From an optimization exercise on the open Yosys and OpenROAD flow, aimed at small area; shortcuts taken in it are not production practice.
In this exercise RTL edits were held to simulation tests only and were not proved equivalent to the original.

== the reference run ==
## cordic_vectoring_top
module cordic_vectoring_top #(parameter data_width=16,cordic_steps=16,angle_width=20)(
    input clk,
    input nreset,
    input enable,
    input signed [data_width-1:0] x_vec_in,
    input signed [data_width-1:0] y_vec_in,
    output wire signed [data_width-1:0] x_vec_out,
    output [cordic_steps-1:0] micro_rotation,
    output signed [angle_width-1:0] angle,
    output done
    );
    wire sx0 = x_vec_in[15], sy0 = y_vec_in[15];
    wire [15:0] ux = x_vec_in ^ {16{sx0}};
    wire [15:0] uy = y_vec_in ^ {16{sy0}};
    wire [15:0] ax = ux + {15'd0, sx0};
    wire [15:0] x_1, y_1;
    cv_add_sk #(16) a0x (.a(ax), .b(uy), .ci(sy0), .s(x_1));
    wire [15:0] axm = ax - {15'd0, sy0};
    cv_add_sk #(16) a0y (.a(uy), .b(~axm), .ci(1'b1), .s(y_1));
    wire n_1 = y_1[15];
    wire [14:0] z_1 = y_1[14:0] ^ {15{n_1}};
    wire [1:0] q_1 = {sx0, sx0 ^ sy0};    
    wire v_1 = nreset & enable;
    wire [15:0] m_1 = 16'd1;
    reg [15:0] xr_1; reg [14:0] zr_1; reg nr_1; reg [1:0] qr_1; reg vr_1;
    always @(posedge clk) begin
        xr_1 <= x_1; zr_1 <= z_1; nr_1 <= n_1; qr_1 <= q_1;
        vr_1 <= nreset & v_1;
    end
    wire [15:0] x_2;
    wire signed [15:0] xs_2 = $signed(xr_1) >>> 1;
    wire [15:0] w_2;
    cv_add_bk #(16) ax_2 (.a(xr_1), .b({2'd0, zr_1[14:1]}), .ci(nr_1), .s(x_2));
  ...
clock: 7.0 ns
lec_check: 0
abc_area: 1
cap_margin: 20
core_margin: 2
core_utilization: 50
cts_cluster_diameter: 80
cts_cluster_size: 40
place_density: 0.65
setup_slack_margin: -0.1
slew_margin: 20
standard.sh (not shown) runs the stock make flow with config.mk's settings and CLKGATE_MAP_FILE= SYNTH_SCRIPT=/design/flow/synth_recipe.tcl, a recipe that flattens the netlist after the stock synthesis.
==> flow/flow/run.sh <==
#!/bin/bash
# The standard layout, with the port buffers made of the smallest buffer cell
# instead of the default clkdlybuf4s50_1. Every port still gets its buffer.
export BUFFER_PORTS_ARGS="-buffer_cell sky130_fd_sc_hd__buf_1"
bash standard.sh > standard.log 2>&1
The inputs of the trial run differ from those of the reference run as listed below.
--- a/flow/design.v
+++ b/flow/design.v
@@ -11,17 +11,17 @@
     output done
     );
     wire sx0 = x_vec_in[15], sy0 = y_vec_in[15];
     wire [15:0] ux = x_vec_in ^ {16{sx0}};
     wire [15:0] uy = y_vec_in ^ {16{sy0}};
     wire [15:0] ax = ux + {15'd0, sx0};
     wire [15:0] x_1, y_1;
-    cv_add_sk #(16) a0x (.a(ax), .b(uy), .ci(sy0), .s(x_1));
+    cv_add_bk #(16) a0x (.a(ax), .b(uy), .ci(sy0), .s(x_1));
     wire [15:0] axm = ax - {15'd0, sy0};
-    cv_add_sk #(16) a0y (.a(uy), .b(~axm), .ci(1'b1), .s(y_1));
+    cv_add_bk #(16) a0y (.a(uy), .b(~axm), .ci(1'b1), .s(y_1));
     wire n_1 = y_1[15];
     wire [14:0] z_1 = y_1[14:0] ^ {15{n_1}};
     wire [1:0] q_1 = {sx0, sx0 ^ sy0};    
     wire v_1 = nreset & enable;
     wire [15:0] m_1 = 16'd1;
     reg [15:0] xr_1; reg [14:0] zr_1; reg nr_1; reg [1:0] qr_1; reg vr_1;
     always @(posedge clk) begin
@@ -268,15 +268,15 @@
     wire mt_s30 = xr_16[14] ^ 1'b1;
     wire mt_c30 = xr_16[14] & 1'b1;
     wire mt_s31 = xr_16[15] ^ 1'b1;
     wire mt_c31 = xr_16[15] & 1'b1;
     wire [23:0] mp_a = {mt_c31, mt_c30, mt_c29, mt_c28, mt_c27, mt_c26, mt_c25, mt_c24, mt_c23, mt_c22, mt_c21, mt_c20, mt_c19, mt_c18, mt_c17, mt_c16, mt_c15, mt_c14, mt_c13, mt_c12, mt_c11, mt_s11, ~xr_16[1], ~xr_16[0]};
     wire [23:0] mp_b = {1'b1, mt_s31, mt_s30, mt_s29, mt_s28, mt_s27, mt_s26, mt_s25, mt_s24, mt_s23, mt_s22, mt_s21, mt_s20, mt_s19, mt_s18, mt_s17, mt_s16, mt_s15, mt_s14, mt_s13, mt_s12, 1'b1, 1'b0, 1'b1};
     wire [23:0] mp_r;
-    cv_add_ks #(24) mp_add (.a(mp_a), .b(mp_b), .ci(1'b0), .s(mp_r));
+    cv_add_bk #(24) mp_add (.a(mp_a), .b(mp_b), .ci(1'b0), .s(mp_r));
     assign x_vec_out = mp_r[23:8];
     wire neg = qr_16[0];
     wire [13:1] mq = mr_16[13:1];
     reg [19:0] kq;
     always @* case (qr_16) 2'd0: kq = 20'hff8ff; 2'd1: kq = 20'hfb8ff; 2'd2: kq = 20'hf78ff; default: kq = 20'h038ff; endcase
     wire at_s32 = mq[2] ^ mq[3] ^ mq[4];
     wire at_c32 = (mq[2] & mq[3]) | (mq[2] & mq[4]) | (mq[3] & mq[4]);
@@ -353,15 +353,15 @@
     wire at_s68 = mq[2] ^ 1'b1;
     wire at_c68 = mq[2] & 1'b1;
     wire at_s69 = mq[1] ^ 1'b1;
     wire at_c69 = mq[1] & 1'b1;
     wire [19:0] ap_a = {kq[19], kq[18], kq[17], kq[16], kq[15], at_c69, at_c68, at_c67, at_c66, at_c65, at_c64, at_c63, at_c62, at_c61, at_c60, at_c59, at_c58, at_c57, at_s57, 1'b1};
     wire [19:0] ap_b = {1'b0, 1'b0, 1'b0, 1'b0, 1'b0, kq[14], at_s69, at_s68, at_s67, at_s66, at_s65, at_s64, at_s63, at_s62, at_s61, at_s60, at_s59, at_s58, 1'b1, 1'b0};
     wire [19:0] ap_r;
-    cv_add_ks #(20) ap_add (.a(ap_a), .b(ap_b), .ci(1'b0), .s(ap_r));
+    cv_add_bk #(20) ap_add (.a(ap_a), .b(ap_b), .ci(1'b0), .s(ap_r));
     assign angle = ap_r;
 endmodule
 module cv_add_bk #(parameter W=16) (input [W-1:0] a, input [W-1:0] b, input ci, output [W-1:0] s);
     reg [W-1:0] p, g, pp, gg;
     integer i, j;
     always @* begin
         p = a ^ b;
@@ -377,30 +377,14 @@
             for (j = (1 << i) + (1 << (i-1)) - 1; j < W; j = j + (1 << i)) begin
                 gg[j] = gg[j] | pp[j] & gg[j - (1 << (i-1))];
                 pp[j] = pp[j] & pp[j - (1 << (i-1))];
             end
     end
     assign s = p ^ {gg[W-2:0], ci};
 endmodule
-module cv_add_ks #(parameter W=16) (input [W-1:0] a, input [W-1:0] b, input ci, output [W-1:0] s);
-    reg [W-1:0] p, g, pp, gg;
-    integer i, j;
-    always @* begin
-        p = a ^ b;
-        g = a & b;
-        gg = g; pp = p;
-        gg[0] = g[0] | (p[0] & ci);
-        for (i = 0; (1 << i) < W; i = i + 1)
-            for (j = W - 1; j >= (1 << i); j = j - 1) begin
-                gg[j] = gg[j] | pp[j] & gg[j - (1 << i)];
-                pp[j] = pp[j] & pp[j - (1 << i)];
-            end
-    end
-    assign s = p ^ {gg[W-2:0], ci};
-endmodule
 module cv_add_sk #(parameter W=16) (input [W-1:0] a, input [W-1:0] b, input ci, output [W-1:0] s);
     reg [W-1:0] p, g, pp, gg;
     integer i, j;
     always @* begin
         p = a ^ b;
         g = a & b;
         gg = g; pp = p;
Findings:
The trial run ended with less first-pass GRT wire length than the reference run.
Setup slack in the trial run is larger than in the reference run.
The post-layout minimum cycle time of the trial run was superior to that of the reference run.
The trial run reached the end of the flow, and the finished layout is clean on the timing, design-rule and antenna checks.
Side by side, wire length turned out lower in the trial run than in the reference run.
Going from the reference run to the trial run, the growth of design area from synthesis to finish was found to have gone up by 0.96 points.

port drivers added, routing unchanged:
The flow's constraints put no driver on any port. The routed layouts listed below were extracted and timed again, unchanged, in two steps.
Step 1 assumes that a clkbuf_16 drives the clock port and a buf_2 every other input.
Step 2 adds t to the input delays and takes it off the output delays; t is the mean of the earliest and latest rising clock arrival at the registers after step 1. Input paths then give back, and output paths get back, about the clock's delay inside the block.
a / b / c = ideal ports / drivers / drivers and shift; a / b = the first two.
run | shift t [ns] | setup WS [ns] | worst hold slack (ns) | worst setup path after step 2 | worst slew at a driven data input, ns
the reference run | 0.571 | 0.248 / 0.194 / 0.248 | 0.322 / 0.322 / 0.322 | register to register | 0.05
the trial run | 0.597 | 0.300 / 0.270 / 0.300 | 0.309 / 0.309 / 0.309 | register to register | 0.04
After both steps setup and hold are still met in every run listed.
